Source: an optimization exercise on an open RTL-to-GDS flow (aim: small area). Production flows keep margins and buffers that such runs may drop. Where RTL was checked, it was by simulation tests only, not by an equivalence proof against the original. No functional check of the RTL was part of run 1. Power is estimated from default activity; no workload was simulated.

==> flow/design.v (outline; a module is shown in full before it is edited, if it fits) <==
// module firfilt: 2516 lines
// module fa: 4 lines
// module ha: 4 lines
module firfilt (sig_in, sig_out, clk, rst);
  // ...
==> flow/run.sh <==
#!/bin/bash
# synth_recipe.tcl (not shown) runs the flow's synth.tcl, then flattens the netlist and writes it again
# the make line also repeats each setting of config.mk as NAME=value (left out here)
make -C /OpenROAD-flow-scripts/flow DESIGN_CONFIG=/design/flow/config.mk WORK_HOME=/design/flow/orfs CLKGATE_MAP_FILE= SYNTH_SCRIPT=/design/flow/synth_recipe.tcl finish
==> flow/config.mk <==
export PLATFORM = sky130hd
export DESIGN_NAME = firfilt
export DESIGN_NICKNAME = firfilt
export VERILOG_FILES = /design/flow/design.v
export SDC_FILE = /design/flow/constraint.sdc
export NUM_CORES = 4
export LEC_CHECK = 0
export ABC_AREA = 1
export CAP_MARGIN = 20
export CORE_MARGIN = 2
export CORE_UTILIZATION = 55
export CTS_BUF_LIST = sky130_fd_sc_hd__clkbuf_8
export CTS_CLUSTER_DIAMETER = 35
export CTS_CLUSTER_SIZE = 16
export SLEW_MARGIN = 20
export SYNTH_HIERARCHICAL = 1
==> flow/constraint.sdc <==
create_clock -name core_clock -period 14.0 [get_ports {clk}]
set_input_delay 2.8000 -clock core_clock [delete_from_list [all_inputs] [get_ports {clk}]]
set_output_delay 2.8000 -clock core_clock [all_outputs]
set_load 0.01 [all_outputs]
==> flow_results.xml, run 1 <==
<?xml version="1.0" encoding="UTF-8"?>
<metrics>
  <group name="placement">
    <metric name="place_hpwl" unit="um">99100</metric>
    <metric name="place.gp.congestion" unit="">0.987</metric>
    <metric name="pre_cts_ws" unit="ns">0.670</metric>
  </group>
  <group name="global_routing">
    <metric name="first_global_vias" unit="">23000</metric>
    <metric name="grtUsageMet1" unit="%">36.1</metric>
  </group>
  <group name="setup_path">
    <metric name="timing.critical_path.arrival" unit="ns">13.78</metric>
    <metric name="required_time_worst_endpoint" unit="ns">14.55</metric>
    <metric name="cp-end-kind" unit="">flip-flop</metric>
    <metric name="critical_path.slowest_cell" unit="">sky130_fd_sc_hd__fa_1</metric>
    <metric name="timing.critical_path.to" unit="">sig_out[12]</metric>
    <metric name="critPathMaxFanout" unit="">3</metric>
    <metric name="crit_start" unit="">d7[0]</metric>
  </group>
  <group name="logic_synthesis">
    <metric name="yosys-mux-area-fraction" unit="%">0</metric>
    <metric name="post-synth-top-count-cell" unit="">sky130_fd_sc_hd__fa_1</metric>
    <metric name="ys_seq_area_share" unit="%">29.9</metric>
  </group>
  <group name="die">
    <metric name="floorplan.die.width" unit="um">261</metric>
    <metric name="top_level_ports" unit="">34</metric>
    <metric name="row_count" unit="">94</metric>
    <metric name="tapCellCount" unit="">864</metric>
    <metric name="core_region_area" unit="um^2">65600</metric>
  </group>
  <group name="clock_tree">
    <metric name="cts_hold_repair.buffers" unit="">0</metric>
  </group>
  <group name="pwr">
    <metric name="total_power_divided_by_cell_area" unit="nW/um^2">160</metric>
    <metric name="pwr.group.sequential" unit="W">0.00162</metric>
  </group>
  <group name="final_layout">
    <metric name="layout.cells.most_common" unit="">sky130_fd_sc_hd__fa_1</metric>
    <metric name="num-clock-buffers" unit="">99</metric>
    <metric name="final_core_util" unit="%">60.3</metric>
    <metric name="fraction_of_area_in_multi_input_gates" unit="%">61.9</metric>
    <metric name="largest_class" unit="">multi-input combinational cells</metric>
    <metric name="nets" unit="">3749</metric>
  </group>
  <group name="sta">
    <metric name="hold_viol_final" unit="">0</metric>
    <metric name="worst_hold_slack" unit="ns">0.391</metric>
  </group>
  <group name="outcome">
    <metric name="status" unit="">timing/DRC/antenna clean</metric>
  </group>
</metrics>
==> run 2: changes to the inputs <==
--- a/flow/design.v
+++ b/flow/design.v
@@ -1776,18 +1776,18 @@
   wire n3532 = (n448 & n3529) | (n448 & n3479) | (n3529 & n3479);
   wire n3541, n3542;
   fa un3541 (.a(d16[1]), .b(n416), .c(n3530), .s(n3541), .co(n3542));
   wire n3544, n3545;
   fa un3544 (.a(n2), .b(n258), .c(n450), .s(n3544), .co(n3545));
   wire n3547, n3548;
   fa un3547 (.a(n3541), .b(n3544), .c(n3532), .s(n3547), .co(n3548));
   wire n3550 = n3480 & n3547;
-  wire n3562 = ~(d16[2] ^ n1499);
-  wire n3563 = d16[2] | n1499;
+  wire n3562, n3563;
+  fa un3562 (.a(1'b1), .b(d16[2]), .c(n1499), .s(n3562), .co(n3563));
   wire n3565, n3566;
   fa un3565 (.a(n3542), .b(n4), .c(n260), .s(n3565), .co(n3566));
   wire n3568, n3569;
   fa un3568 (.a(n452), .b(n3545), .c(n3562), .s(n3568), .co(n3569));
   wire n3571, n3572;
   fa un3571 (.a(n3565), .b(n3568), .c(n3548), .s(n3571), .co(n3572));
   wire n3574 = (n3550 & n3571) | (n3550 & n3481) | (n3571 & n3481);
   wire n3588, n3589;
@@ -1796,39 +1796,39 @@
   fa un3591 (.a(n3588), .b(n3563), .c(n6), .s(n3591), .co(n3592));
   wire n3594, n3595;
   fa un3594 (.a(n262), .b(n454), .c(n3566), .s(n3594), .co(n3595));
   wire n3597, n3598;
   fa un3597 (.a(n1504), .b(n3569), .c(n3591), .s(n3597), .co(n3598));
   wire n3600, n3601;
   fa un3600 (.a(n3594), .b(n3572), .c(n3597), .s(n3600), .co(n3601));
   wire n3603 = (n3600 & n3574) | (n3600 & n3482) | (n3574 & n3482);
-  wire n3620 = ~(d16[4] ^ n416);
-  wire n3621 = d16[4] | n416;
+  wire n3620, n3621;
+  fa un3620 (.a(1'b1), .b(d16[4]), .c(n416), .s(n3620), .co(n3621));
   wire n3623, n3624;
-  fa un3623 (.a(n3620), .b(n3589), .c(n34), .s(n3623), .co(n3624));
+  fa un3623 (.a(n3589), .b(n34), .c(n354), .s(n3623), .co(n3624));
   wire n3626, n3627;
-  fa un3626 (.a(n354), .b(n3623), .c(n8), .s(n3626), .co(n3627));
+  fa un3626 (.a(n3620), .b(n3623), .c(n8), .s(n3626), .co(n3627));
   wire n3629, n3630;
   fa un3629 (.a(n264), .b(n456), .c(n3592), .s(n3629), .co(n3630));
   wire n3632, n3633;
   fa un3632 (.a(n3595), .b(n1510), .c(n3598), .s(n3632), .co(n3633));
   wire n3635, n3636;
   fa un3635 (.a(n3626), .b(n3629), .c(n3601), .s(n3635), .co(n3636));
   wire n3638, n3639;
   fa un3638 (.a(n3632), .b(n3635), .c(n3603), .s(n3638), .co(n3639));
   wire n3641 = n3483 & n3638;
   wire n3663, n3664;
   fa un3663 (.a(d16[5]), .b(n32), .c(n288), .s(n3663), .co(n3664));
   wire n3666, n3667;
-  fa un3666 (.a(n320), .b(n3621), .c(n619), .s(n3666), .co(n3667));
+  fa un3666 (.a(n320), .b(n619), .c(n3621), .s(n3666), .co(n3667));
   wire n3669, n3670;
-  fa un3669 (.a(n3663), .b(n838), .c(n3666), .s(n3669), .co(n3670));
+  fa un3669 (.a(n3663), .b(n838), .c(n36), .s(n3669), .co(n3670));
   wire n3672, n3673;
-  fa un3672 (.a(n36), .b(n356), .c(n3624), .s(n3672), .co(n3673));
+  fa un3672 (.a(n356), .b(n3666), .c(n3624), .s(n3672), .co(n3673));
   wire n3675, n3676;
   fa un3675 (.a(n3669), .b(n3672), .c(n10), .s(n3675), .co(n3676));
   wire n3678, n3679;
   fa un3678 (.a(n266), .b(n458), .c(n3627), .s(n3678), .co(n3679));
   wire n3681, n3682;
   fa un3681 (.a(n3630), .b(n1516), .c(n3633), .s(n3681), .co(n3682));
   wire n3684, n3685;
   fa un3684 (.a(n3675), .b(n3678), .c(n3636), .s(n3684), .co(n3685));
@@ -1837,46 +1837,46 @@
   wire n3690 = (n3484 & n3641) | (n3484 & n3687) | (n3641 & n3687);
   wire n3716, n3717;
   fa un3716 (.a(d16[6]), .b(n224), .c(n416), .s(n3716), .co(n3717));
   wire n3719, n3720;
   fa un3719 (.a(n3664), .b(n34), .c(n290), .s(n3719), .co(n3720));
   wire n3722, n3723;
   fa un3722 (.a(n322), .b(n3716), .c(n3667), .s(n3722), .co(n3723));
   wire n3725, n3726;
-  fa un3725 (.a(n624), .b(n3719), .c(n3722), .s(n3725), .co(n3726));
+  fa un3725 (.a(n624), .b(n3719), .c(n38), .s(n3725), .co(n3726));
   wire n3728, n3729;
-  fa un3728 (.a(n3670), .b(n38), .c(n358), .s(n3728), .co(n3729));
+  fa un3728 (.a(n358), .b(n3722), .c(n3670), .s(n3728), .co(n3729));
   wire n3731, n3732;
   fa un3731 (.a(n3673), .b(n843), .c(n3725), .s(n3731), .co(n3732));
   wire n3734, n3735;
   fa un3734 (.a(n3728), .b(n3731), .c(n12), .s(n3734), .co(n3735));
   wire n3737, n3738;
   fa un3737 (.a(n268), .b(n460), .c(n3676), .s(n3737), .co(n3738));
   wire n3740, n3741;
   fa un3740 (.a(n3679), .b(n1522), .c(n3682), .s(n3740), .co(n3741));
   wire n3743, n3744;
   fa un3743 (.a(n3734), .b(n3737), .c(n3685), .s(n3743), .co(n3744));
   wire n3746, n3747;
   fa un3746 (.a(n3740), .b(n3743), .c(n3688), .s(n3746), .co(n3747));
   wire n3749 = (n3485 & n3690) | (n3485 & n3746) | (n3690 & n3746);
-  wire n3779 = ~(d16[7] ^ n96);
-  wire n3780 = d16[7] | n96;
+  wire n3779, n3780;
+  fa un3779 (.a(1'b1), .b(d16[7]), .c(n96), .s(n3779), .co(n3780));
   wire n3782, n3783;
-  fa un3782 (.a(n3779), .b(n3717), .c(n226), .s(n3782), .co(n3783));
+  fa un3782 (.a(n3717), .b(n226), .c(n3779), .s(n3782), .co(n3783));
   wire n3785, n3786;
   fa un3785 (.a(n1499), .b(n36), .c(n292), .s(n3785), .co(n3786));
   wire n3788, n3789;
   fa un3788 (.a(n324), .b(n3720), .c(n3782), .s(n3788), .co(n3789));
   wire n3791, n3792;
   fa un3791 (.a(n3723), .b(n3785), .c(n3788), .s(n3791), .co(n3792));
   wire n3794, n3795;
-  fa un3794 (.a(n3726), .b(n1614), .c(n40), .s(n3794), .co(n3795));
+  fa un3794 (.a(n1614), .b(n40), .c(n360), .s(n3794), .co(n3795));
   wire n3797, n3798;
-  fa un3797 (.a(n360), .b(n3729), .c(n849), .s(n3797), .co(n3798));
+  fa un3797 (.a(n3726), .b(n3729), .c(n849), .s(n3797), .co(n3798));
   wire n3800, n3801;
   fa un3800 (.a(n3791), .b(n3732), .c(n3794), .s(n3800), .co(n3801));
   wire n3803, n3804;
   fa un3803 (.a(n3797), .b(n3800), .c(n14), .s(n3803), .co(n3804));
   wire n3806, n3807;
   fa un3806 (.a(n270), .b(n462), .c(n3735), .s(n3806), .co(n3807));
   wire n3809, n3810;
   fa un3809 (.a(n3738), .b(n1528), .c(n3741), .s(n3809), .co(n3810));
@@ -1911,20 +1911,20 @@
   fa un3884 (.a(n3804), .b(n3807), .c(n1534), .s(n3884), .co(n3885));
   wire n3887, n3888;
   fa un3887 (.a(n3878), .b(n3810), .c(n3881), .s(n3887), .co(n3888));
   wire n3890, n3891;
   fa un3890 (.a(n3884), .b(n3813), .c(n3887), .s(n3890), .co(n3891));
   wire n3893, n3894;
   fa un3893 (.a(n3890), .b(n3816), .c(n3487), .s(n3893), .co(n3894));
   wire n3896 = n3818 & n3893;
-  wire n3933 = ~(d16[9] ^ n320);
-  wire n3934 = d16[9] | n320;
+  wire n3933, n3934;
+  fa un3933 (.a(1'b1), .b(d16[9]), .c(n320), .s(n3933), .co(n3934));
   wire n3936, n3937;
-  fa un3936 (.a(n3933), .b(n3852), .c(n290), .s(n3936), .co(n3937));
+  fa un3936 (.a(n3852), .b(n290), .c(n3933), .s(n3936), .co(n3937));
   wire n3939, n3940;
   fa un3939 (.a(n1367), .b(n100), .c(n3855), .s(n3939), .co(n3940));
   wire n3942, n3943;
   fa un3942 (.a(n3936), .b(n230), .c(n3858), .s(n3942), .co(n3943));
   wire n3945, n3946;
   fa un3945 (.a(n3939), .b(n40), .c(n296), .s(n3945), .co(n3946));
   wire n3948, n3949;
   fa un3948 (.a(n328), .b(n3861), .c(n3864), .s(n3948), .co(n3949));
@@ -2020,24 +2020,24 @@
   fa un4159 (.a(n4063), .b(n4150), .c(n4066), .s(n4159), .co(n4160));
   wire n4162, n4163;
   fa un4162 (.a(n4153), .b(n4156), .c(n4069), .s(n4162), .co(n4163));
   wire n4165, n4166;
   fa un4165 (.a(n4159), .b(n4162), .c(n3491), .s(n4165), .co(n4166));
   wire n4168, n4169;
   fa un4168 (.a(n4072), .b(n3492), .c(n4165), .s(n4168), .co(n4169));
   wire n4171 = (n4075 & n4168) | (n4075 & n4077) | (n4168 & n4077);
-  wire n4211 = ~(d16[12] ^ n326);
-  wire n4212 = d16[12] | n326;
+  wire n4211, n4212;
+  fa un4211 (.a(1'b1), .b(d16[12]), .c(n326), .s(n4211), .co(n4212));
   wire n4214, n4215;
-  fa un4214 (.a(n4118), .b(n4211), .c(n296), .s(n4214), .co(n4215));
+  fa un4214 (.a(n4118), .b(n296), .c(n4211), .s(n4214), .co(n4215));
   wire n4217, n4218;
-  fa un4217 (.a(n4121), .b(n106), .c(n4214), .s(n4217), .co(n4218));
+  fa un4217 (.a(n4121), .b(n106), .c(n4124), .s(n4217), .co(n4218));
   wire n4220, n4221;
-  fa un4220 (.a(n4124), .b(n236), .c(n4127), .s(n4220), .co(n4221));
+  fa un4220 (.a(n4214), .b(n236), .c(n4127), .s(n4220), .co(n4221));
   wire n4223, n4224;
   fa un4223 (.a(n1384), .b(n4217), .c(n46), .s(n4223), .co(n4224));
   wire n4226, n4227;
   fa un4226 (.a(n302), .b(n334), .c(n4130), .s(n4226), .co(n4227));
   wire n4229, n4230;
   fa un4229 (.a(n4133), .b(n1528), .c(n4220), .s(n4229), .co(n4230));
   wire n4232, n4233;
   fa un4232 (.a(n4136), .b(n4223), .c(n4226), .s(n4232), .co(n4233));
@@ -2057,22 +2057,22 @@
   fa un4253 (.a(n4154), .b(n1558), .c(n4157), .s(n4253), .co(n4254));
   wire n4256, n4257;
   fa un4256 (.a(n4247), .b(n4160), .c(n4250), .s(n4256), .co(n4257));
   wire n4259, n4260;
   fa un4259 (.a(n4253), .b(n4163), .c(n4256), .s(n4259), .co(n4260));
   wire n4262, n4263;
   fa un4262 (.a(n4259), .b(n4166), .c(n3493), .s(n4262), .co(n4263));
   wire n4265 = (n4169 & n4171) | (n4169 & n4262) | (n4171 & n4262);
-  wire n4306 = ~(d16[13] ^ n4212);
-  wire n4307 = d16[13] | n4212;
+  wire n4306, n4307;
+  fa un4306 (.a(1'b1), .b(d16[13]), .c(n328), .s(n4306), .co(n4307));
   wire n4309, n4310;
-  fa un4309 (.a(n328), .b(n4306), .c(n298), .s(n4309), .co(n4310));
+  fa un4309 (.a(n4212), .b(n298), .c(n4215), .s(n4309), .co(n4310));
   wire n4312, n4313;
-  fa un4312 (.a(n4215), .b(n108), .c(n4218), .s(n4312), .co(n4313));
+  fa un4312 (.a(n4306), .b(n108), .c(n4218), .s(n4312), .co(n4313));
   wire n4315, n4316;
   fa un4315 (.a(n4309), .b(n238), .c(n4221), .s(n4315), .co(n4316));
   wire n4318, n4319;
   fa un4318 (.a(n4312), .b(n1390), .c(n48), .s(n4318), .co(n4319));
   wire n4321, n4322;
   fa un4321 (.a(n304), .b(n336), .c(n4224), .s(n4321), .co(n4322));
   wire n4324, n4325;
   fa un4324 (.a(n4227), .b(n1534), .c(n4230), .s(n4324), .co(n4325));
@@ -2096,26 +2096,26 @@
   fa un4351 (.a(n4254), .b(n4342), .c(n4257), .s(n4351), .co(n4352));
   wire n4354, n4355;
   fa un4354 (.a(n4345), .b(n4348), .c(n4260), .s(n4354), .co(n4355));
   wire n4357, n4358;
   fa un4357 (.a(n4351), .b(n4354), .c(n3494), .s(n4357), .co(n4358));
   wire n4360, n4361;
   fa un4360 (.a(n3495), .b(n4263), .c(n4357), .s(n4360), .co(n4361));
   wire n4363 = n4265 & n4360;
-  wire n4405 = ~(d16[14] ^ n4307);
-  wire n4406 = d16[14] | n4307;
+  wire n4405, n4406;
+  fa un4405 (.a(1'b1), .b(d16[14]), .c(n330), .s(n4405), .co(n4406));
   wire n4408, n4409;
-  fa un4408 (.a(n4405), .b(n330), .c(n300), .s(n4408), .co(n4409));
+  fa un4408 (.a(n4307), .b(n300), .c(n4310), .s(n4408), .co(n4409));
   wire n4411, n4412;
-  fa un4411 (.a(n4310), .b(n110), .c(n4313), .s(n4411), .co(n4412));
+  fa un4411 (.a(n4405), .b(n110), .c(n4313), .s(n4411), .co(n4412));
   wire n4414, n4415;
   fa un4414 (.a(n4408), .b(n240), .c(n4316), .s(n4414), .co(n4415));
   wire n4417, n4418;
-  fa un4417 (.a(n4411), .b(n1396), .c(n50), .s(n4417), .co(n4418));
+  fa un4417 (.a(n1396), .b(n4411), .c(n50), .s(n4417), .co(n4418));
   wire n4420, n4421;
   fa un4420 (.a(n306), .b(n338), .c(n4319), .s(n4420), .co(n4421));
   wire n4423, n4424;
   fa un4423 (.a(n4322), .b(n1540), .c(n4414), .s(n4423), .co(n4424));
   wire n4426, n4427;
   fa un4426 (.a(n4325), .b(n4417), .c(n4328), .s(n4426), .co(n4427));
   wire n4429, n4430;
   fa un4429 (.a(n4420), .b(n4423), .c(n54), .s(n4429), .co(n4430));
@@ -2136,21 +2136,21 @@
   wire n4453, n4454;
   fa un4453 (.a(n4444), .b(n4447), .c(n4355), .s(n4453), .co(n4454));
   wire n4456, n4457;
   fa un4456 (.a(n4450), .b(n4453), .c(n3496), .s(n4456), .co(n4457));
   wire n4459, n4460;
   fa un4459 (.a(n4358), .b(n3497), .c(n4361), .s(n4459), .co(n4460));
   wire n4462 = (n4456 & n4363) | (n4456 & n4459) | (n4363 & n4459);
   wire n4501, n4502;
-  fa un4501 (.a(n4406), .b(n332), .c(n302), .s(n4501), .co(n4502));
+  fa un4501 (.a(n332), .b(n4406), .c(n302), .s(n4501), .co(n4502));
   wire n4504, n4505;
-  fa un4504 (.a(n4409), .b(n112), .c(n4412), .s(n4504), .co(n4505));
+  fa un4504 (.a(n4409), .b(n112), .c(n4501), .s(n4504), .co(n4505));
   wire n4507, n4508;
-  fa un4507 (.a(n4501), .b(n242), .c(n4415), .s(n4507), .co(n4508));
+  fa un4507 (.a(n4412), .b(n242), .c(n4415), .s(n4507), .co(n4508));
   wire n4510, n4511;
   fa un4510 (.a(n4504), .b(n1402), .c(n52), .s(n4510), .co(n4511));
   wire n4513, n4514;
   fa un4513 (.a(n308), .b(n340), .c(n4418), .s(n4513), .co(n4514));
   wire n4516, n4517;
   fa un4516 (.a(n4421), .b(n1546), .c(n4424), .s(n4516), .co(n4517));
   wire n4519, n4520;
   fa un4519 (.a(n4507), .b(n4510), .c(n4513), .s(n4519), .co(n4520));
@@ -2241,20 +2241,20 @@
   wire n4718, n4719;
   fa un4718 (.a(n1588), .b(n4630), .c(n4715), .s(n4718), .co(n4719));
   wire n4721, n4722;
   fa un4721 (.a(n4633), .b(n4718), .c(n3501), .s(n4721), .co(n4722));
   wire n4724, n4725;
   fa un4724 (.a(n4636), .b(n3502), .c(n4639), .s(n4724), .co(n4725));
   wire n4727, n4728;
   fa un4727 (.a(n4721), .b(n4642), .c(n4724), .s(n4727), .co(n4728));
-  wire n4766 = ~(n338 ^ n308);
-  wire n4767 = n338 | n308;
+  wire n4766, n4767;
+  fa un4766 (.a(1'b1), .b(n338), .c(n308), .s(n4766), .co(n4767));
   wire n4769, n4770;
-  fa un4769 (.a(n4680), .b(n4766), .c(n118), .s(n4769), .co(n4770));
+  fa un4769 (.a(n4680), .b(n118), .c(n4766), .s(n4769), .co(n4770));
   wire n4772, n4773;
   fa un4772 (.a(n4683), .b(n248), .c(n4769), .s(n4772), .co(n4773));
   wire n4775, n4776;
   fa un4775 (.a(n4686), .b(n1420), .c(n58), .s(n4775), .co(n4776));
   wire n4778, n4779;
   fa un4778 (.a(n314), .b(n346), .c(n4689), .s(n4778), .co(n4779));
   wire n4781, n4782;
   fa un4781 (.a(n4692), .b(n1564), .c(n4772), .s(n4781), .co(n4782));
@@ -2277,22 +2277,22 @@
   wire n4808, n4809;
   fa un4808 (.a(n4802), .b(n4719), .c(n4805), .s(n4808), .co(n4809));
   wire n4811, n4812;
   fa un4811 (.a(n4808), .b(n3503), .c(n4722), .s(n4811), .co(n4812));
   wire n4814, n4815;
   fa un4814 (.a(n3504), .b(n4725), .c(n4811), .s(n4814), .co(n4815));
   wire n4817, n4818;
   ha un4817 (.a(n4728), .b(n4814), .s(n4817), .co(n4818));
-  wire n4854 = ~(n340 ^ n4767);
-  wire n4855 = n340 | n4767;
+  wire n4854, n4855;
+  fa un4854 (.a(1'b1), .b(n340), .c(n310), .s(n4854), .co(n4855));
   wire n4857, n4858;
-  fa un4857 (.a(n310), .b(n4854), .c(n120), .s(n4857), .co(n4858));
+  fa un4857 (.a(n4767), .b(n120), .c(n4770), .s(n4857), .co(n4858));
   wire n4860, n4861;
-  fa un4860 (.a(n4770), .b(n250), .c(n4773), .s(n4860), .co(n4861));
+  fa un4860 (.a(n4854), .b(n250), .c(n4773), .s(n4860), .co(n4861));
   wire n4863, n4864;
   fa un4863 (.a(n4857), .b(n1426), .c(n60), .s(n4863), .co(n4864));
   wire n4866, n4867;
   fa un4866 (.a(n316), .b(n348), .c(n4776), .s(n4866), .co(n4867));
   wire n4869, n4870;
   fa un4869 (.a(n4779), .b(n1570), .c(n4782), .s(n4869), .co(n4870));
   wire n4872, n4873;
   fa un4872 (.a(n4860), .b(n31), .c(n127), .s(n4872), .co(n4873));
@@ -2312,17 +2312,17 @@
   fa un4893 (.a(n4806), .b(n4890), .c(n4809), .s(n4893), .co(n4894));
   wire n4896, n4897;
   fa un4896 (.a(n4893), .b(n3505), .c(n3506), .s(n4896), .co(n4897));
   wire n4899, n4900;
   fa un4899 (.a(n4812), .b(n4896), .c(n4815), .s(n4899), .co(n4900));
   wire n4902, n4903;
   ha un4902 (.a(n4818), .b(n4899), .s(n4902), .co(n4903));
   wire n4936, n4937;
-  fa un4936 (.a(n342), .b(n4855), .c(n312), .s(n4936), .co(n4937));
+  fa un4936 (.a(n342), .b(n312), .c(n4855), .s(n4936), .co(n4937));
   wire n4939, n4940;
   fa un4939 (.a(n122), .b(n4858), .c(n4936), .s(n4939), .co(n4940));
   wire n4942, n4943;
   fa un4942 (.a(n252), .b(n4861), .c(n4939), .s(n4942), .co(n4943));
   wire n4945, n4946;
   fa un4945 (.a(n1432), .b(n95), .c(n62), .s(n4945), .co(n4946));
   wire n4948, n4949;
   fa un4948 (.a(n318), .b(n350), .c(n4864), .s(n4948), .co(n4949));
@@ -2381,72 +2381,72 @@
   wire n5073, n5074;
   fa un5073 (.a(n5067), .b(n5024), .c(n5070), .s(n5073), .co(n5074));
   wire n5076, n5077;
   fa un5076 (.a(n1703), .b(n5027), .c(n5073), .s(n5076), .co(n5077));
   wire n5079, n5080;
   fa un5079 (.a(n5030), .b(n5076), .c(n3510), .s(n5079), .co(n5080));
   wire n5082, n5083;
   fa un5082 (.a(n3511), .b(n5079), .c(n5033), .s(n5082), .co(n5083));
-  wire n5103 = ~(n348 ^ n351);
-  wire n5104 = n348 | n351;
+  wire n5103, n5104;
+  fa un5103 (.a(1'b1), .b(n348), .c(n351), .s(n5103), .co(n5104));
   wire n5106, n5107;
   fa un5106 (.a(n318), .b(n5059), .c(n5103), .s(n5106), .co(n5107));
   wire n5109, n5110;
-  fa un5109 (.a(n5062), .b(n5106), .c(n1589), .s(n5109), .co(n5110));
+  fa un5109 (.a(n5062), .b(n1589), .c(n5106), .s(n5109), .co(n5110));
   wire n5112, n5113;
   fa un5112 (.a(n5065), .b(n1450), .c(n5068), .s(n5112), .co(n5113));
   wire n5115, n5116;
   fa un5115 (.a(n5109), .b(n5071), .c(n5112), .s(n5115), .co(n5116));
   wire n5118, n5119;
   fa un5118 (.a(n1708), .b(n5074), .c(n5115), .s(n5118), .co(n5119));
   wire n5121, n5122;
   fa un5121 (.a(n5077), .b(n5118), .c(n3512), .s(n5121), .co(n5122));
   wire n5124, n5125;
   fa un5124 (.a(n3513), .b(n5080), .c(n5121), .s(n5124), .co(n5125));
   wire n5139, n5140;
   fa un5139 (.a(n350), .b(n5104), .c(n5107), .s(n5139), .co(n5140));
   wire n5142, n5143;
-  fa un5142 (.a(n5139), .b(n5110), .c(n1456), .s(n5142), .co(n5143));
+  fa un5142 (.a(n5110), .b(n5139), .c(n1456), .s(n5142), .co(n5143));
   wire n5145, n5146;
   fa un5145 (.a(n5113), .b(n5142), .c(n5116), .s(n5145), .co(n5146));
   wire n5148, n5149;
   fa un5148 (.a(n1712), .b(n5119), .c(n5145), .s(n5148), .co(n5149));
   wire n5151, n5152;
   fa un5151 (.a(n5148), .b(n3514), .c(n5122), .s(n5151), .co(n5152));
-  wire n5166 = ~(n479 ^ n511);
-  wire n5167 = n479 | n511;
+  wire n5166, n5167;
+  fa un5166 (.a(1'b1), .b(n479), .c(n511), .s(n5166), .co(n5167));
   wire n5169, n5170;
   fa un5169 (.a(n5166), .b(n5140), .c(n1462), .s(n5169), .co(n5170));
   wire n5172, n5173;
   fa un5172 (.a(n5143), .b(n1713), .c(n5169), .s(n5172), .co(n5173));
   wire n5175, n5176;
   fa un5175 (.a(n5146), .b(n5172), .c(n5149), .s(n5175), .co(n5176));
   wire n5178, n5179;
   fa un5178 (.a(n3515), .b(n3516), .c(n5175), .s(n5178), .co(n5179));
-  wire n5189 = ~(n5167 ^ n1468);
-  wire n5190 = n5167 | n1468;
+  wire n5189, n5190;
+  fa un5189 (.a(1'b1), .b(n5167), .c(n1468), .s(n5189), .co(n5190));
   wire n5192, n5193;
   fa un5192 (.a(n5170), .b(n5189), .c(n5173), .s(n5192), .co(n5193));
   wire n5195, n5196;
   fa un5195 (.a(n5192), .b(n5176), .c(n3517), .s(n5195), .co(n5196));
-  wire n5205 = ~(n5190 ^ n1474);
-  wire n5206 = n5190 | n1474;
+  wire n5205, n5206;
+  fa un5205 (.a(1'b1), .b(n1474), .c(n5190), .s(n5205), .co(n5206));
   wire n5208, n5209;
   fa un5208 (.a(n5205), .b(n5193), .c(n3518), .s(n5208), .co(n5209));
   wire n5211, n5212;
   fa un5211 (.a(n3519), .b(n5196), .c(n5208), .s(n5211), .co(n5212));
-  wire n5221 = ~(n479 ^ n5206);
-  wire n5222 = n479 | n5206;
+  wire n5221, n5222;
+  fa un5221 (.a(1'b1), .b(n479), .c(n1479), .s(n5221), .co(n5222));
   wire n5224, n5225;
-  fa un5224 (.a(n1479), .b(n5221), .c(n5209), .s(n5224), .co(n5225));
+  fa un5224 (.a(n5206), .b(n5221), .c(n5209), .s(n5224), .co(n5225));
   wire n5227, n5228;
   fa un5227 (.a(n3520), .b(n5212), .c(n5224), .s(n5227), .co(n5228));
   wire n5236, n5237;
-  fa un5236 (.a(n5222), .b(n1483), .c(n3521), .s(n5236), .co(n5237));
+  fa un5236 (.a(n1483), .b(n5222), .c(n3521), .s(n5236), .co(n5237));
   wire n5239, n5240;
   fa un5239 (.a(n3522), .b(n5236), .c(n5225), .s(n5239), .co(n5240));
   wire n5246 = n1487 ^ n3523 ^ n5237;
   wire n5248, n5249;
   ha un5248 (.a(n5035), .b(n4979), .s(n5248), .co(n5249));
   wire n5250, n5251;
   ha un5250 (.a(n5036), .b(n5082), .s(n5250), .co(n5251));
   wire n5252, n5253;
==> flow/config.mk (replaced) <==
export PLATFORM = sky130hd
export DESIGN_NAME = firfilt
export DESIGN_NICKNAME = firfilt
export VERILOG_FILES = /design/flow/design.v
export SDC_FILE = /design/flow/constraint.sdc
export NUM_CORES = 4
export LEC_CHECK = 0
export ABC_AREA = 1
export CAP_MARGIN = 20
export CORE_MARGIN = 2
export CORE_UTILIZATION = 55
export SLEW_MARGIN = 20
export SYNTH_HIERARCHICAL = 1
==> run 2 against run 1 <==
Effect of this change: still clean; hold slack worse by 0.0086 ns; sequential cell count unchanged; power up 14%; largest cell class unchanged.
==> flow_results.xml, run 2 <==
<?xml version="1.0" encoding="UTF-8"?>
<metrics>
  <group name="logic_synthesis">
    <metric name="syn_avg_cell_area" unit="um^2">14.6</metric>
    <metric name="ys_types" unit="">24</metric>
    <metric name="synth_common_cells" unit="">sky130_fd_sc_hd__fa_1 (1075), sky130_fd_sc_hd__dfxtp_1 (544), sky130_fd_sc_hd__nand2_1 (299), sky130_fd_sc_hd__nor2_1 (274), sky130_fd_sc_hd__inv_1 (152)</metric>
    <metric name="yosys-top-cells-area" unit="">sky130_fd_sc_hd__fa_1 (59%), sky130_fd_sc_hd__dfxtp_1 (30%), sky130_fd_sc_hd__nand2_1 (3.1%), sky130_fd_sc_hd__nor2_1 (2.8%), sky130_fd_sc_hd__ha_1 (2.1%)</metric>
    <metric name="number_of_flops_mapped_to_enable_cells_by_yosys" unit="">0</metric>
    <metric name="post-synth-top-count-cell" unit="">sky130_fd_sc_hd__fa_1</metric>
    <metric name="async_flop_share" unit="%">0</metric>
    <metric name="ys_seq_area_share" unit="%">29.9</metric>
    <metric name="synthCells" unit="">2496</metric>
    <metric name="summed_instance_area_of_the_synthesized_netlist" unit="um^2">36400</metric>
    <metric name="dominantRegCellSynth" unit="">sky130_fd_sc_hd__dfxtp_1</metric>
    <metric name="yosys_warnings" unit="">7</metric>
    <metric name="netlist.area_leader.share" unit="%">59.1</metric>
    <metric name="postSynthRegisterBits" unit="">544</metric>
    <metric name="synth.largest_area_cell" unit="">sky130_fd_sc_hd__fa_1</metric>
  </group>
  <group name="min_path">
    <metric name="hold_class" unit="">flip-flop to flip-flop</metric>
  </group>
  <group name="setup_path">
    <metric name="worst-setup-path-type" unit="">flip-flop to flip-flop</metric>
    <metric name="worst-path-buf-inv" unit="">1</metric>
    <metric name="timing.critical_path.arrival" unit="ns">13.79</metric>
    <metric name="critPathMaxStageDelay" unit="ns">0.72</metric>
    <metric name="critPathMaxFanout" unit="">3</metric>
    <metric name="cp-end-kind" unit="">flip-flop</metric>
    <metric name="crit_path_start_kind" unit="">flip-flop</metric>
    <metric name="critical_path.slowest_cell" unit="">sky130_fd_sc_hd__fa_1</metric>
    <metric name="worst_path_dominant_cell_family" unit="">adder cells</metric>
    <metric name="required_time_worst_endpoint" unit="ns">14.55</metric>
    <metric name="critical-path-top-cell-by-count" unit="">sky130_fd_sc_hd__fa_1</metric>
  </group>
  <group name="pwr">
    <metric name="seqPwrFrac" unit="%">22.4</metric>
    <metric name="clock_power_share" unit="%">21.5</metric>
    <metric name="p_total" unit="W">0.00724</metric>
    <metric name="power_leakage" unit="nW">15.8</metric>
    <metric name="sw_frac_of_total" unit="%">40.2</metric>
    <metric name="cell_internal_pwr" unit="W">0.00433</metric>
    <metric name="vdd_drop_max" unit="mV">0.344</metric>
    <metric name="power_switching" unit="W">0.00291</metric>
    <metric name="total_power_divided_by_cell_area" unit="nW/um^2">183</metric>
    <metric name="power_frac_comb" unit="%">56.1</metric>
  </group>
  <group name="die">
    <metric name="top_level_ports" unit="">34</metric>
    <metric name="core_region_area" unit="um^2">65600</metric>
    <metric name="floorplan.die.width" unit="um">261</metric>
    <metric name="die_outline_area" unit="um^2">68300</metric>
    <metric name="initial_utilization" unit="%">55.5</metric>
    <metric name="row_count" unit="">94</metric>
    <metric name="die_y" unit="um">261</metric>
  </group>
  <group name="final_layout">
    <metric name="syn2layout_area_growth" unit="%">8.62</metric>
    <metric name="final_instance_count_without_filler_cells" unit="">3455</metric>
    <metric name="nets" unit="">3700</metric>
    <metric name="nFillCells" unit="">5099</metric>
    <metric name="layout.cells.most_common" unit="">sky130_fd_sc_hd__fa_1</metric>
    <metric name="layout_common_cells" unit="">sky130_fd_sc_hd__fa_1 (1075), sky130_fd_sc_hd__dfxtp_1 (544), sky130_fd_sc_hd__nand2_1 (299), sky130_fd_sc_hd__nor2_1 (274), sky130_fd_sc_hd__inv_1 (151)</metric>
    <metric name="final-seq-area" unit="um^2">10900</metric>
    <metric name="layout-drive-gt1-share" unit="%">4.17</metric>
    <metric name="post-route-cell-area" unit="um^2">39600</metric>
    <metric name="multi_input_comb_area" unit="um^2">24700</metric>
    <metric name="insertedDiodeCount" unit="">0</metric>
  </group>
  <group name="sta">
    <metric name="post-route-worst-setup-slack" unit="ns">0.757</metric>
    <metric name="period_minus_slack" unit="ns">13.24</metric>
    <metric name="setup_viol" unit="">0</metric>
    <metric name="timing.fmax" unit="GHz">0.0755</metric>
    <metric name="hold_viol_final" unit="">0</metric>
    <metric name="finalSetupTns" unit="ns">0</metric>
    <metric name="tightestPinTransition" unit="ns">1.10</metric>
    <metric name="maxSlewViolCount" unit="">0</metric>
    <metric name="grt_setup_unrepaired" unit="">no</metric>
    <metric name="finClkSkew" unit="ns">0.0229</metric>
    <metric name="finalCritPeriodShare" unit="%">94.6</metric>
    <metric name="max-slew-margin-rel" unit="%">27.0</metric>
  </group>
  <group name="clock_tree">
    <metric name="cts_inserted_buffers" unit="">56</metric>
    <metric name="cts_hold_repair.buffers" unit="">0</metric>
    <metric name="htree_num_levels" unit="">2</metric>
    <metric name="cts_tree" unit="">yes</metric>
    <metric name="clock_latency_on_the_worst_skew_pair" unit="ns">0.63</metric>
    <metric name="root_buffer" unit="">sky130_fd_sc_hd__clkbuf_16</metric>
    <metric name="clock_tree.buffer_depth" unit="">3</metric>
    <metric name="cts_num_sinks" unit="">544</metric>
    <metric name="post-cts-setup-buffer-count" unit="">0</metric>
    <metric name="path_clk_slew" unit="ns">0.06</metric>
    <metric name="postCtsResizedCells" unit="">0</metric>
  </group>
  <group name="placement">
    <metric name="post_place_instance_area" unit="um^2">37600</metric>
    <metric name="pre_cts_ws" unit="ns">0.670</metric>
    <metric name="io_buffer_count" unit="">33</metric>
    <metric name="placedCellCount" unit="">3353</metric>
    <metric name="place.gp.congestion" unit="">0.997</metric>
    <metric name="place_hpwl" unit="um">99500</metric>
  </group>
  <group name="global_routing">
    <metric name="global_route_wire_length_before_repair" unit="um">161000</metric>
    <metric name="first_global_vias" unit="">22600</metric>
    <metric name="antenna_violations_before_repair" unit="">0</metric>
    <metric name="grt_start_max_net_pins" unit="">103</metric>
    <metric name="grt-ovfl-total" unit="">0</metric>
    <metric name="groute.usage.overall" unit="%">35.1</metric>
  </group>
  <group name="run">
    <metric name="drv.max_cap_violation_count" unit="">0</metric>
  </group>
  <group name="drt">
    <metric name="wl_per_cell" unit="um">31.8</metric>
    <metric name="remaining_drc_errors" unit="">0</metric>
    <metric name="antenna_violating_nets_post_route" unit="">0</metric>
    <metric name="drt_first_iter_violations" unit="">1184</metric>
    <metric name="vias" unit="">18500</metric>
    <metric name="route.final.wire_length" unit="um">110000</metric>
    <metric name="firstDrtPassIters" unit="">7</metric>
    <metric name="vias_per_cell" unit="">5.36</metric>
  </group>
  <group name="outcome">
    <metric name="status" unit="">timing/DRC/antenna clean</metric>
  </group>
</metrics>
## run 2: cell types whose count changed after synthesis, moves of 2 or more
cell / before / now
sky130_fd_sc_hd__nor2_1: 272 / 274
sky130_fd_sc_hd__ha_1: 74 / 60
sky130_fd_sc_hd__fa_1: 1061 / 1075
sky130_fd_sc_hd__inv_1: 186 / 152
## run 2: cells by family (layout without fill, tap and decap cells)
logic type | Yosys count | in the layout | share of synthesized area [%]
AND/OR/NAND/NOR | 587 | 587 | 6.16
other | 1 | 14 | 0.0103
XOR/XNOR | 3 | 3 | 0.0721
AO/OA/AOI/OAI | 13 | 13 | 0.223
buffers and inverters | 213 | 295 | 2.49
flip-flops | 544 | 544 | 29.9
adder cells (fa/ha/maj) | 1135 | 1135 | 61.1
## run 2: per-module statistics from Yosys (local to each module, per instance)
module   flops+latches  times used  cell area [um^2]  cells inside
ha                   0          56              12.5             1
firfilt            544           1             14500          1381
fa                   0        1059              20.0             1
## run 2: per-layer routing
layer / track usage, % / up-vias / part of all wire, %
li1: - / 7544 / -
met1: 36.6 / 10100 / 31
met2: 63.3 / 543 / 55
met3: 4.22 / 343 / 3.0
met4: 29.3 / 0 / 11
met5: 0 / - / 0
## run 2: power by group through the flow
stage / clock [W] / combinational [W] / sequential [W]
after CTS: 0.00158 / 0.00417 / 0.00162
after floorplan: 0 / 0.00277 / 0.00167
after detailed placement: 0 / 0.00415 / 0.00166
after global routing: 0.00164 / 0.00459 / 0.00163
final: 0.00155 / 0.00406 / 0.00162
after global placement: 0 / 0.00413 / 0.00166
## run 2: worst reg2reg max path, delay by kind of cell (launching register included)
family	cells	cell delay, ns
compound gates	2	0.39
flops	1	0.32
fa+ha+maj	29	12.07
simple gates	3	0.39
buf+inv	1	0.05
## run 2: final cells by class
cell class / count / area share, %
well taps: 864 / 2.73
inverters: 153 / 1.47
flip-flops and latches: 544 / 27.5
repair buffers: 40 / 0.980
multi-input cells: 1752 / 62.4
clock buffers: 84 / 4.29
clock inverters: 18 / 0.639
## run 2: worst paths after layout
path / startpoint / to / slack (ns) / depth (start not counted)
max: d7[0] / sig_out[12] / 0.76 / 35
min: d27[15] / d28[15] / 0.38 / 1
max reg2reg: d7[0] / sig_out[12] / 0.76 / 35
min reg2reg: d27[15] / d28[15] / 0.38 / 1
## run 2: per-stage QoR
| stage | hold WS (ns) | utilization (%) |
|---|---|---|
| 6_report | 0.382 | 60.3 |
| 5_1_grt | 0.406 | 60.3 |
| 4_1_cts | 0.387 | 60.3 |
| 3_5_place_dp | 0.377 | 57.3 |
| 3_3_place_gp | 0.376 | 57.3 |
| 2_1_floorplan | 0.366 | - |
==> run 3: changes to the inputs <==
--- a/flow/config.mk
+++ b/flow/config.mk
@@ -10,3 +10,4 @@
 export CORE_MARGIN = 2
-export CORE_UTILIZATION = 55
+export CORE_UTILIZATION = 65
+export GPL_TIMING_DRIVEN = 0
 export SLEW_MARGIN = 20
==> run 3 against run 2 <==
Effect of this change: hold slack gained 0.0093 ns; highest routed layer is now met5; global-route usage grew 5.7 points; still clean on timing, DRC and antenna; synthesized cell count is the same; register-to-register slack lost 0.44 ns.
==> flow_results.xml, run 3 <==
<?xml version="1.0" encoding="UTF-8"?>
<metrics>
  <group name="outcome">
    <metric name="status" unit="">timing/DRC/antenna clean</metric>
  </group>
  <group name="min_path">
    <metric name="hold_class" unit="">flip-flop to flip-flop</metric>
    <metric name="hold_path_startpoint" unit="">d21[15]</metric>
    <metric name="min_delay_worst_endpoint" unit="">d22[15]</metric>
    <metric name="hold-path-cell-count" unit="">1</metric>
  </group>
  <group name="die">
    <metric name="initial_utilization" unit="%">66.0</metric>
    <metric name="die_y" unit="um">241</metric>
    <metric name="floorplan.die.width" unit="um">241</metric>
    <metric name="row_count" unit="">86</metric>
    <metric name="top_level_ports" unit="">34</metric>
    <metric name="core_region_area" unit="um^2">55200</metric>
    <metric name="die_outline_area" unit="um^2">58000</metric>
  </group>
  <group name="drt">
    <metric name="drt_first_iter_violations" unit="">1678</metric>
    <metric name="firstDrtPassIters" unit="">5</metric>
    <metric name="antenna_violating_nets_post_route" unit="">0</metric>
    <metric name="route.final.wire_length" unit="um">110000</metric>
    <metric name="wl_per_cell" unit="um">32.4</metric>
    <metric name="vias_per_cell" unit="">5.79</metric>
    <metric name="vias" unit="">19700</metric>
    <metric name="remaining_drc_errors" unit="">0</metric>
  </group>
  <group name="logic_synthesis">
    <metric name="postSynthRegisterBits" unit="">544</metric>
    <metric name="yosys_warnings" unit="">7</metric>
    <metric name="yosys-top-cells-area" unit="">sky130_fd_sc_hd__fa_1 (59%), sky130_fd_sc_hd__dfxtp_1 (30%), sky130_fd_sc_hd__nand2_1 (3.1%), sky130_fd_sc_hd__nor2_1 (2.8%), sky130_fd_sc_hd__ha_1 (2.1%)</metric>
    <metric name="number_of_flops_mapped_to_enable_cells_by_yosys" unit="">0</metric>
    <metric name="dominantRegCellSynth" unit="">sky130_fd_sc_hd__dfxtp_1</metric>
    <metric name="ys_types" unit="">24</metric>
    <metric name="post-synth-top-count-cell" unit="">sky130_fd_sc_hd__fa_1</metric>
    <metric name="ys_seq_area_share" unit="%">29.9</metric>
    <metric name="synth_common_cells" unit="">sky130_fd_sc_hd__fa_1 (1075), sky130_fd_sc_hd__dfxtp_1 (544), sky130_fd_sc_hd__nand2_1 (299), sky130_fd_sc_hd__nor2_1 (274), sky130_fd_sc_hd__inv_1 (152)</metric>
    <metric name="summed_instance_area_of_the_synthesized_netlist" unit="um^2">36400</metric>
    <metric name="async_flop_share" unit="%">0</metric>
    <metric name="netlist.area_leader.share" unit="%">59.1</metric>
    <metric name="synthCells" unit="">2496</metric>
    <metric name="syn_avg_cell_area" unit="um^2">14.6</metric>
    <metric name="synth.largest_area_cell" unit="">sky130_fd_sc_hd__fa_1</metric>
  </group>
  <group name="global_routing">
    <metric name="antenna_violations_before_repair" unit="">2</metric>
    <metric name="global_route_wire_length_before_repair" unit="um">156000</metric>
    <metric name="groute.usage.overall" unit="%">40.8</metric>
    <metric name="grt-ovfl-total" unit="">0</metric>
    <metric name="first_global_vias" unit="">23500</metric>
    <metric name="grt_start_max_net_pins" unit="">16</metric>
  </group>
  <group name="clock_tree">
    <metric name="path_clk_slew" unit="ns">0.06</metric>
    <metric name="cts_num_sinks" unit="">544</metric>
    <metric name="cts_inserted_buffers" unit="">57</metric>
    <metric name="htree_num_levels" unit="">2</metric>
    <metric name="cts_hold_repair.buffers" unit="">0</metric>
    <metric name="post-cts-setup-buffer-count" unit="">0</metric>
    <metric name="cts_tree" unit="">yes</metric>
    <metric name="clock_tree.buffer_depth" unit="">3</metric>
    <metric name="root_buffer" unit="">sky130_fd_sc_hd__clkbuf_16</metric>
    <metric name="clock_latency_on_the_worst_skew_pair" unit="ns">0.63</metric>
  </group>
  <group name="pwr">
    <metric name="total_power_divided_by_cell_area" unit="nW/um^2">182</metric>
    <metric name="power_switching" unit="W">0.00293</metric>
    <metric name="power_leakage" unit="nW">16.0</metric>
    <metric name="power_frac_comb" unit="%">55.9</metric>
    <metric name="seqPwrFrac" unit="%">22.4</metric>
    <metric name="cell_internal_pwr" unit="W">0.00430</metric>
    <metric name="vdd_drop_max" unit="mV">0.398</metric>
    <metric name="p_total" unit="W">0.00724</metric>
    <metric name="sw_frac_of_total" unit="%">40.5</metric>
    <metric name="clock_power_share" unit="%">21.7</metric>
  </group>
  <group name="sta">
    <metric name="max-slew-margin-rel" unit="%">57.2</metric>
    <metric name="period_minus_slack" unit="ns">13.68</metric>
    <metric name="finalSetupTns" unit="ns">0</metric>
    <metric name="post-route-worst-setup-slack" unit="ns">0.321</metric>
    <metric name="finClkSkew" unit="ns">0.0273</metric>
    <metric name="grt_setup_unrepaired" unit="">no</metric>
    <metric name="finalCritPeriodShare" unit="%">97.7</metric>
    <metric name="timing.fmax" unit="GHz">0.0731</metric>
    <metric name="tightestPinTransition" unit="ns">0.642</metric>
    <metric name="hold_viol_final" unit="">0</metric>
    <metric name="maxSlewViolCount" unit="">0</metric>
    <metric name="setup_viol" unit="">0</metric>
  </group>
  <group name="setup_path">
    <metric name="required_time_worst_endpoint" unit="ns">14.53</metric>
    <metric name="critPathMaxFanout" unit="">4</metric>
    <metric name="critical_path.slowest_cell" unit="">sky130_fd_sc_hd__fa_1</metric>
    <metric name="critPathMaxStageDelay" unit="ns">0.73</metric>
    <metric name="worst-setup-path-type" unit="">flip-flop to flip-flop</metric>
    <metric name="timing.critical_path.arrival" unit="ns">14.21</metric>
    <metric name="worst-r2r-setup-slack" unit="ns">0.32</metric>
    <metric name="worst_r2r_startpoint" unit="">d12[0]</metric>
    <metric name="worstReg2RegEnd" unit="">sig_out[12]</metric>
    <metric name="crit_start" unit="">d12[0]</metric>
    <metric name="crit_path_start_kind" unit="">flip-flop</metric>
    <metric name="critical-path-top-cell-by-count" unit="">sky130_fd_sc_hd__fa_1</metric>
    <metric name="worst_path_dominant_cell_family" unit="">adder cells</metric>
    <metric name="cp-end-kind" unit="">flip-flop</metric>
    <metric name="depth_of_the_worst_register_to_register_path" unit="">35</metric>
    <metric name="worst-path-buf-inv" unit="">1</metric>
  </group>
  <group name="final_layout">
    <metric name="final_core_util" unit="%">72.0</metric>
    <metric name="syn2layout_area_growth" unit="%">9.05</metric>
    <metric name="multi_input_comb_area" unit="um^2">24700</metric>
    <metric name="post-route-cell-area" unit="um^2">39700</metric>
    <metric name="final-seq-area" unit="um^2">10900</metric>
    <metric name="layout-drive-gt1-share" unit="%">6.24</metric>
    <metric name="nets" unit="">3754</metric>
    <metric name="layout.cells.most_common" unit="">sky130_fd_sc_hd__fa_1</metric>
    <metric name="nFillCells" unit="">3540</metric>
    <metric name="layout_common_cells" unit="">sky130_fd_sc_hd__fa_1 (1069), sky130_fd_sc_hd__dfxtp_1 (544), sky130_fd_sc_hd__nand2_1 (299), sky130_fd_sc_hd__nor2_1 (274), sky130_fd_sc_hd__inv_1 (152)</metric>
  </group>
  <group name="run">
    <metric name="drv.max_cap_violation_count" unit="">0</metric>
  </group>
  <group name="placement">
    <metric name="pre_cts_ws" unit="ns">0.265</metric>
    <metric name="place.gp.congestion" unit="">1.03</metric>
    <metric name="post_place_instance_area" unit="um^2">37700</metric>
    <metric name="io_buffer_count" unit="">33</metric>
    <metric name="place_hpwl" unit="um">97300</metric>
  </group>
</metrics>
[run 3: cell count changes in the layout (fill, tap and decap cells not counted), sizes merged]
cell / previous run / this run
buf: 8 / 60
bufinv: 4 / 7
diode: 0 / 3
clkinv: 9 / 14
clkbuf: 84 / 75
clkdlybuf4s50: 32 / 33
[run 3: how the worst max path moves through the flow]
stage	endpoint	slack (ns)	cells after the start
6_report	sig_out[12]	0.32	35
5_1_grt	sig_out[12]	0.02	35
4_1_cts	sig_out[12]	0.16	35
3_5_place_dp	sig_out[12]	0.26	35
3_3_place_gp	sig_out[12]	0.54	35
2_1_floorplan	sig_out[12]	1.46	35
[run 3: cells by family after synthesis]
group           synth area share [%]
buf+inv                         2.49
other cells                   0.0103
fa+ha+maj                       61.1
flops                           29.9
compound gates                 0.223
simple gates                    6.16
xor+xnor                      0.0721
[run 3: through the flow]
stage          hold slack, ns  instances
2_1_floorplan           0.366       2509
3_3_place_gp            0.371       3290
3_5_place_dp            0.375       3290
4_1_cts                 0.393       3391
5_1_grt                 0.396       3391
6_report                0.392       3394
[run 3: layout make-up]
class,instances,share of cell area [%]
antenna,3,0.0189
multi-input combinational,1752,62.2
sequential,544,27.4
timing repair buffer,33,0.832
clock inverter,26,0.945
clock buffer,75,3.99
tap,748,2.36
buffer,60,0.841
inverter,153,1.45
[run 3: power by group through the flow]
stage,sequential (W),clock [W],combinational [W]
floorplan,0.00167,0,0.00277
global placement,0.00166,0,0.00386
detailed placement,0.00166,0,0.00400
CTS,0.00162,0.00158,0.00404
global route,0.00163,0.00164,0.00455
finish,0.00162,0.00157,0.00404
[run 3: metal layers]
| layer | track usage [%] | vias to the layer above | wire length [um] |
|---|---|---|---|
| li1 | - | 7651 | - |
| met1 | 53.6 | 10800 | 41500 |
| met2 | 56.4 | 1065 | 46400 |
| met3 | 27.6 | 160 | 19500 |
| met4 | 9.32 | 6 | 2470 |
| met5 | 1.43 | - | 127 |
[run 3: modules after synthesis (local to each module, per instance)]
module / flip-flops and latches / cells
firfilt: 544 / 1381
ha: 0 / 1
fa: 0 / 1
[run 3: repair_timing]
item / CTS / global route
hold endpoints to repair: 0 / 0
gates resized for setup: 0 / 6
setup endpoints to repair: 0 / 5

## what the ideal ports hide
The results above use ideal ports. As a check the final layouts listed here were re-extracted and re-timed, cells and wires unchanged.
Step 1, drivers: a clkbuf_16 drives clk and a buf_2 each remaining input, both assumed.
Step 2 times the ports against the registers' clock, not the clock port: input delays grow and output delays shrink by t, the midpoint of the rising clock arrivals with the driver on.
a / b / c = ideal / step 1 / step 2; a / b = the first two.
run | t (ns) | slack for setup (ns) | hold WS [ns] | worst setup path after step 2 | worst data-port slew with drivers (ns)
run 1 | 0.762 | 0.771 / 0.771 / 0.771 | 0.391 / 0.391 / 0.391 | register to register | 0.05
run 2 | 0.691 | 0.757 / 0.757 / 0.757 | 0.382 / 0.382 / 0.382 | register to register | 0.05
run 3 | 0.674 | 0.321 / 0.321 / 0.321 | 0.392 / 0.392 / 0.392 | register to register | 0.05
After both steps setup and hold are still met in every run listed.
